Source: an optimization exercise on an open RTL-to-GDS flow (aim: small area). Production flows keep margins and buffers that such runs may drop.
RTL that was checked went through simulation tests only; none was proved equivalent to the original.
Power is estimated from default activity; no workload was simulated.

Design i2c_master, start of the top module:
module i2c_master #(
    parameter SYS_CLOCK_FREQ_HZ = 100_000_000,
    parameter FAST_MODE_ENABLED = 0
)(
    input wire       i_clk,
    input wire       i_rst,
    input wire [9:0] i_slave_addr,
    input wire [7:0] i_byte_cnt,
    input wire [3:0] i_control_reg,
    input wire [3:0] i_mode_reg,
    input wire [7:0] i_tx_data,
    output wire       o_rx_data_valid,
    output wire       o_tx_data_needed,
    output wire [7:0] o_rx_data,
    output wire [4:0] o_status_reg,
    output wire o_sda,
    output wire o_sda_oe,
    input  wire i_sda,
    output wire o_scl,
    output wire o_scl_oe,
    input  wire i_scl
);
reg [7:0] lf;
wire tick = (lf == 8'h27);
always @(posedge i_clk) begin
    if (i_rst)     lf <= 8'hff;
    else if (tick) lf <= 8'hfe;
    else           lf <= {lf[6:0], lf[7] ^ lf[5] ^ lf[4] ^ lf[3]};
end
reg [2:0] sf, cf;
reg sflt, cflt;
always @(posedge i_clk) begin
    if (i_rst) begin
        sf <= 3'b000; cf <= 3'b000; sflt <= 1'b1; cflt <= 1'b1;
    end else begin
        sf <= {sf[1:0], ~i_sda};
        cf <= {cf[1:0], ~i_scl};
  ...
Size: roughly 300 cells after synthesis, roughly 57 I/O pins, about 2400 µm² of cells after synthesis.
clock: 10.0 ns
lec_check: 0
cap_margin: 20
core_margin: 2
core_utilization: 40
cts_buf_list: sky130_fd_sc_hd__clkbuf_8
slew_margin: 20
standard.sh (not shown) runs the stock make flow with config.mk's settings and CLKGATE_MAP_FILE= SYNTH_SCRIPT=/design/flow/synth_recipe.tcl, a recipe that flattens the netlist after the stock synthesis.
==> flow/flow/run.sh <==
#!/bin/bash
# Standard ORFS layout with two changes: the combinational logic of the standard synthesis is
# re-mapped by ABC for area (flip-flops untouched, result proven equal to the standard
# synthesis, else the standard netlist is kept), and the port buffers use the smallest buffer.
set -euo pipefail
R=orfs/results/sky130hd/i2c_master/base
LIB=$FLOW_HOME/platforms/sky130hd/lib/sky130_fd_sc_hd__tt_025C_1v80.lib
YOSYS=$FLOW_HOME/../tools/install/yosys/bin/yosys
[[ -x $YOSYS ]] || YOSYS=yosys
bash standard.sh synth > log_synth.log 2>&1
python3 flow/filtlib.py "$LIB" lib.lib > log_filtlib.log 2>&1
cp $R/1_2_yosys.v in.v
best=in.v
besta=$(grep -h "Chip area" $R/../../../../reports/sky130hd/i2c_master/base/synth_stat.txt 2>/dev/null | awk '{print $NF}' | tail -1)
besta=${besta:-1e9}
for i in 1 2 3; do
  sed -e "s#@SCRIPT@#flow/s$i.abc#; s#@OUT@#out$i.v#" flow/resyn.ys > resyn$i.ys
  "$YOSYS" -s resyn$i.ys > log_resyn$i.log 2>&1 || continue
  sed -e "s#@OUT@#out$i.v#" flow/eq.ys > eq$i.ys
  "$YOSYS" -s eq$i.ys > log_eq$i.log 2>&1 || continue
  a=$(grep "Chip area" log_resyn$i.log | awk '{print $NF}' | tail -1)
  if python3 -c "import sys; sys.exit(0 if float('$a') < float('$besta') else 1)"; then
    best=out$i.v; besta=$a
  fi
done
echo "netlist used: $best ($besta)" > log_choice.log
cp $best $R/1_2_yosys.v
rm -f $R/1_synth.odb $R/1_synth.sdc
bash standard.sh BUFFER_PORTS_ARGS="-buffer_cell sky130_fd_sc_hd__buf_1" "CTS_ARGS=-sink_clustering_enable -repair_clock_nets -buf_list sky130_fd_sc_hd__clkbuf_4 -root_buf sky130_fd_sc_hd__clkbuf_8 -dont_use_dummy_load -sink_clustering_size 12 -sink_clustering_max_diameter 100" finish > log_finish.log 2>&1
Other scripts of this flow, unchanged in this note and not shown: flow/flow/eq.ys, flow/flow/filtlib.py, flow/flow/resyn.ys, flow/flow/s1.abc, flow/flow/s2.abc, flow/flow/s3.abc
The starting point went through all stages and came out clean.
Rerun with:
--- a/flow/flow/run.sh
+++ b/flow/flow/run.sh
@@ -27,3 +27,3 @@
 cp $best $R/1_2_yosys.v
 rm -f $R/1_synth.odb $R/1_synth.sdc
-bash standard.sh BUFFER_PORTS_ARGS="-buffer_cell sky130_fd_sc_hd__buf_1" "CTS_ARGS=-sink_clustering_enable -repair_clock_nets -buf_list sky130_fd_sc_hd__clkbuf_4 -root_buf sky130_fd_sc_hd__clkbuf_8 -dont_use_dummy_load -sink_clustering_size 12 -sink_clustering_max_diameter 100" finish > log_finish.log 2>&1
+bash standard.sh BUFFER_PORTS_ARGS="-buffer_cell sky130_fd_sc_hd__buf_1" "CTS_ARGS=-repair_clock_nets -buf_list sky130_fd_sc_hd__clkbuf_16 -root_buf sky130_fd_sc_hd__clkbuf_16 -dont_use_dummy_load" finish > log_finish.log 2>&1
Clock-buffer cell count stays the same.
Routed wire length goes up by 1.2%.
Total power grows by 11%.
Rerun with:
--- a/flow/flow/run.sh
+++ b/flow/flow/run.sh
@@ -27,3 +27,3 @@
 cp $best $R/1_2_yosys.v
 rm -f $R/1_synth.odb $R/1_synth.sdc
-bash standard.sh BUFFER_PORTS_ARGS="-buffer_cell sky130_fd_sc_hd__buf_1" "CTS_ARGS=-repair_clock_nets -buf_list sky130_fd_sc_hd__clkbuf_16 -root_buf sky130_fd_sc_hd__clkbuf_16 -dont_use_dummy_load" finish > log_finish.log 2>&1
+bash standard.sh BUFFER_PORTS_ARGS="-buffer_cell sky130_fd_sc_hd__buf_1" "CTS_ARGS=-sink_clustering_enable -repair_clock_nets -buf_list sky130_fd_sc_hd__clkbuf_8 -root_buf sky130_fd_sc_hd__clkbuf_8 -dont_use_dummy_load -sink_clustering_size 30 -sink_clustering_max_diameter 200" finish > log_finish.log 2>&1
The changed run finished clean.
Combinational power fell by about 0.6%.
Non-clock buffer count stays the same.
Count of clock-buffer cells in the layout does not change.
Setup slack loses 0.013 ns.
No functional check of the RTL was part of any run of this note.

* * *

i2c_master, a different RTL version from the one above (not shown whole).
Size: about 300 cells after synthesis, about 54 flip-flops, ~2800 sq um of cells after synthesis.
export LEC_CHECK = 0
export CAP_MARGIN = 20
export CORE_MARGIN = 2
export CORE_UTILIZATION = 40
export CTS_BUF_LIST = sky130_fd_sc_hd__clkbuf_8
export SLEW_MARGIN = 20
create_clock -name core_clock -period 10.0 [get_ports {i_clk}]
run.sh (not shown) runs the stock make flow with config.mk's settings and CLKGATE_MAP_FILE= SYNTH_SCRIPT=/design/flow/synth_recipe.tcl, a recipe that flattens the netlist after the stock synthesis.
Stock flow here: none of the scripts above is used.
Then changed:
==> flow/flow/run.sh (new file) <==
#!/bin/bash
# Standard ORFS layout with two changes: the combinational logic of the standard synthesis is
# re-mapped by ABC for area (flip-flops untouched), and the port buffers use the smallest buffer.
set -euo pipefail
R=orfs/results/sky130hd/i2c_master/base
LIB=$FLOW_HOME/platforms/sky130hd/lib/sky130_fd_sc_hd__tt_025C_1v80.lib
YOSYS=$FLOW_HOME/../tools/install/yosys/bin/yosys
[[ -x $YOSYS ]] || YOSYS=yosys
bash standard.sh synth > log_synth.log 2>&1
python3 flow/filtlib.py "$LIB" lib.lib > log_filtlib.log 2>&1
cp $R/1_2_yosys.v in.v
"$YOSYS" -s flow/resyn.ys > log_resyn.log 2>&1
cp out.v $R/1_2_yosys.v
rm -f $R/1_synth.odb $R/1_synth.sdc
bash standard.sh BUFFER_PORTS_ARGS="-buffer_cell sky130_fd_sc_hd__buf_1" finish > log_finish.log 2>&1
==> flow/flow/area.abc (new file) <==
strash
dch -f
map -a
mfs2
strash
dch -f
map -a
topo
==> flow/flow/filtlib.py (new file) <==
import re,sys
# usage: filtlib.py in.lib out.lib : drop cells matching dont-use patterns
src=open(sys.argv[1]).read()
bad=re.compile(r'sky130_fd_sc_hd__(lpflow_|probe|probec_)')
out=[];i=0
for m in re.finditer(r'\n\s*cell\s*\(\s*"?([\w]+)"?\s*\)\s*\{',src):
    pass
pos=0;res=[]
pat=re.compile(r'\n(\s*)cell\s*\(\s*"?([\w]+)"?\s*\)\s*\{')
while True:
    m=pat.search(src,pos)
    if not m: res.append(src[pos:]); break
    # find matching brace
    depth=0;j=m.end()-1
    while True:
        c=src[j]
        if c=='{': depth+=1
        elif c=='}':
            depth-=1
            if depth==0: break
        j+=1
    if bad.match(m.group(2)):
        res.append(src[pos:m.start()])
    else:
        res.append(src[pos:j+1])
    pos=j+1
open(sys.argv[2],'w').write(''.join(res))
==> flow/flow/resyn.ys (new file) <==
# Re-map the combinational logic of the standard synthesis for area.
# The flip-flop cells are kept as they are (same instances, names and types).
read_liberty -overwrite -ignore_miss_func lib.lib
read_verilog in.v
hierarchy -top i2c_master
setattr -mod -set keep_hierarchy 1 sky130_fd_sc_hd__df* sky130_fd_sc_hd__edf* sky130_fd_sc_hd__sdf* sky130_fd_sc_hd__dl* sky130_fd_sc_hd__sedf*
flatten
rename -hide w:*.*
opt -purge
abc -liberty lib.lib -script flow/area.abc
opt_clean -purge
hilomap -singleton -hicell sky130_fd_sc_hd__conb_1 HI -locell sky130_fd_sc_hd__conb_1 LO
insbuf -buf sky130_fd_sc_hd__buf_1 A X
splitnets
opt_clean -purge
setattr -mod -set blackbox 1 sky130_fd_sc_hd__*
hierarchy -top i2c_master
stat -liberty lib.lib
write_verilog -noattr -noexpr -nohex -nodec out.v
==> flow/standard.sh (new file) <==
#!/bin/bash
# synth_recipe.tcl (not shown) runs the flow's synth.tcl, then flattens the netlist and writes it again
# the make line also repeats each setting of config.mk as NAME=value (left out here)
make -C /OpenROAD-flow-scripts/flow DESIGN_CONFIG=/design/flow/config.mk WORK_HOME=/design/flow/orfs CLKGATE_MAP_FILE= SYNTH_SCRIPT=/design/flow/synth_recipe.tcl "${@:-finish}"
removed: flow/run.sh
Effect: Clock-buffer cell count does not change. Fmax hardly moves. Wire length drops by 8.1%. Critical path depth came out higher by 9. Die area decreases by 10%.
Then changed:
--- a/flow/flow/run.sh
+++ b/flow/flow/run.sh
@@ -2,3 +2,4 @@
 # Standard ORFS layout with two changes: the combinational logic of the standard synthesis is
-# re-mapped by ABC for area (flip-flops untouched), and the port buffers use the smallest buffer.
+# re-mapped by ABC for area (flip-flops untouched, result proven equal to the standard
+# synthesis, else the standard netlist is kept), and the port buffers use the smallest buffer.
 set -euo pipefail
@@ -11,4 +12,17 @@
 cp $R/1_2_yosys.v in.v
-"$YOSYS" -s flow/resyn.ys > log_resyn.log 2>&1
-cp out.v $R/1_2_yosys.v
+best=in.v
+besta=$(grep -h "Chip area" $R/../../../../reports/sky130hd/i2c_master/base/synth_stat.txt 2>/dev/null | awk '{print $NF}' | tail -1)
+besta=${besta:-1e9}
+for i in 1 2 3; do
+  sed -e "s#@SCRIPT@#flow/s$i.abc#; s#@OUT@#out$i.v#" flow/resyn.ys > resyn$i.ys
+  "$YOSYS" -s resyn$i.ys > log_resyn$i.log 2>&1 || continue
+  sed -e "s#@OUT@#out$i.v#" flow/eq.ys > eq$i.ys
+  "$YOSYS" -s eq$i.ys > log_eq$i.log 2>&1 || continue
+  a=$(grep "Chip area" log_resyn$i.log | awk '{print $NF}' | tail -1)
+  if python3 -c "import sys; sys.exit(0 if float('$a') < float('$besta') else 1)"; then
+    best=out$i.v; besta=$a
+  fi
+done
+echo "netlist used: $best ($besta)" > log_choice.log
+cp $best $R/1_2_yosys.v
 rm -f $R/1_synth.odb $R/1_synth.sdc
==> flow/flow/eq.ys (new file) <==
# Prove the re-mapped netlist equal to the standard synthesis, flip-flop for flip-flop.
read_liberty -ignore_miss_func lib.lib
read_verilog in.v
rename i2c_master gold
read_verilog @OUT@
rename i2c_master gate
hierarchy -check
flatten gold gate
rename -hide w:_*
opt_clean
equiv_make gold gate equiv
hierarchy -top equiv
equiv_simple -undef
equiv_induct -undef
equiv_status -assert
--- a/flow/flow/resyn.ys
+++ b/flow/flow/resyn.ys
@@ -9,3 +9,3 @@
 opt -purge
-abc -liberty lib.lib -script flow/area.abc
+abc -liberty lib.lib -script @SCRIPT@
 opt_clean -purge
@@ -18,2 +18,2 @@
 stat -liberty lib.lib
-write_verilog -noattr -noexpr -nohex -nodec out.v
+write_verilog -noattr -noexpr -nohex -nodec @OUT@
==> flow/flow/s1.abc (new file) <==
strash
dch -f
amap
mfs2
strash
dch -f
amap
topo
==> flow/flow/s2.abc (new file) <==
strash
dch -f
map -a
mfs2
strash
dch -f
map -a
topo
==> flow/flow/s3.abc (new file) <==
strash
dch -f
map -a
mfs2
strash
dch -f
map -a
&get -n
&nf -R 1000
&put
topo
Settings changed: CTS_BUF_LIST sky130_fd_sc_hd__clkbuf_8 to sky130_fd_sc_hd__clkbuf_16, CTS_CLUSTER_DIAMETER set to 300, CTS_CLUSTER_SIZE set to 60.
removed: flow/flow/area.abc
=>
- The changed run finished clean
- final cell count decreases by about 6%
- routed wire length came out lower by 7.4%
- design area grows by about 0.8%
- hold slack is better by 0.025 ns
- clock skew hardly moves
Then changed:
Settings changed: CTS_BUF_LIST sky130_fd_sc_hd__clkbuf_16 to sky130_fd_sc_hd__clkbuf_8, CTS_CLUSTER_DIAMETER 300 to 200, CTS_CLUSTER_SIZE 60 to 30.
After rerunning: Wire length is about the same; cell area shrinks by 1.9%; non-clock buffer count is unchanged; clock power shrinks by about 30%; die area stays the same; worst hold slack barely changes; count of clock-buffer cells in the layout does not change; total power shrinks by 7.3%; via count is about the same; register-to-register slack got worse by 0.05 ns.

re-timing with driven ports:
The results above use ideal ports. As a check the final layouts listed here were re-extracted and re-timed, cells and wires unchanged. Step 1: set_driving_cell puts a clkbuf_16 on i_clk and a buf_2 on each other input, an assumption about the parent block. Step 2 also shifts input and output timing later by t, the mid clock arrival at the registers, as if the neighbouring blocks saw the same clock. Three values: ideal ports, drivers, drivers and shift; two values: the first two.
run | t, ns | slack for setup (ns) | worst hold slack (ns)
the first run of note 1 | 0.327 | 5.483 / 5.455 / 5.781 | 0.438 / 0.438 / 0.438
the second run of note 1 | 0.316 | 5.496 / 5.462 / 5.778 | 0.436 / 0.436 / 0.436
the third run of note 1 | 0.327 | 5.483 / 5.455 / 5.781 | 0.438 / 0.438 / 0.438
the first run of note 2 | 0.340 | 5.013 / 4.984 / 5.324 | 0.451 / 0.451 / 0.451
the second run of note 2 | 0.342 | 5.021 / 4.993 / 5.335 | 0.403 / 0.403 / 0.403
the third run of note 2 | 0.320 | 5.160 / 5.126 / 5.364 | 0.428 / 0.428 / 0.428
the fourth run of note 2 | 0.331 | 5.123 / 5.092 / 5.329 | 0.428 / 0.428 / 0.428
After both steps setup and hold are still met in every run listed.
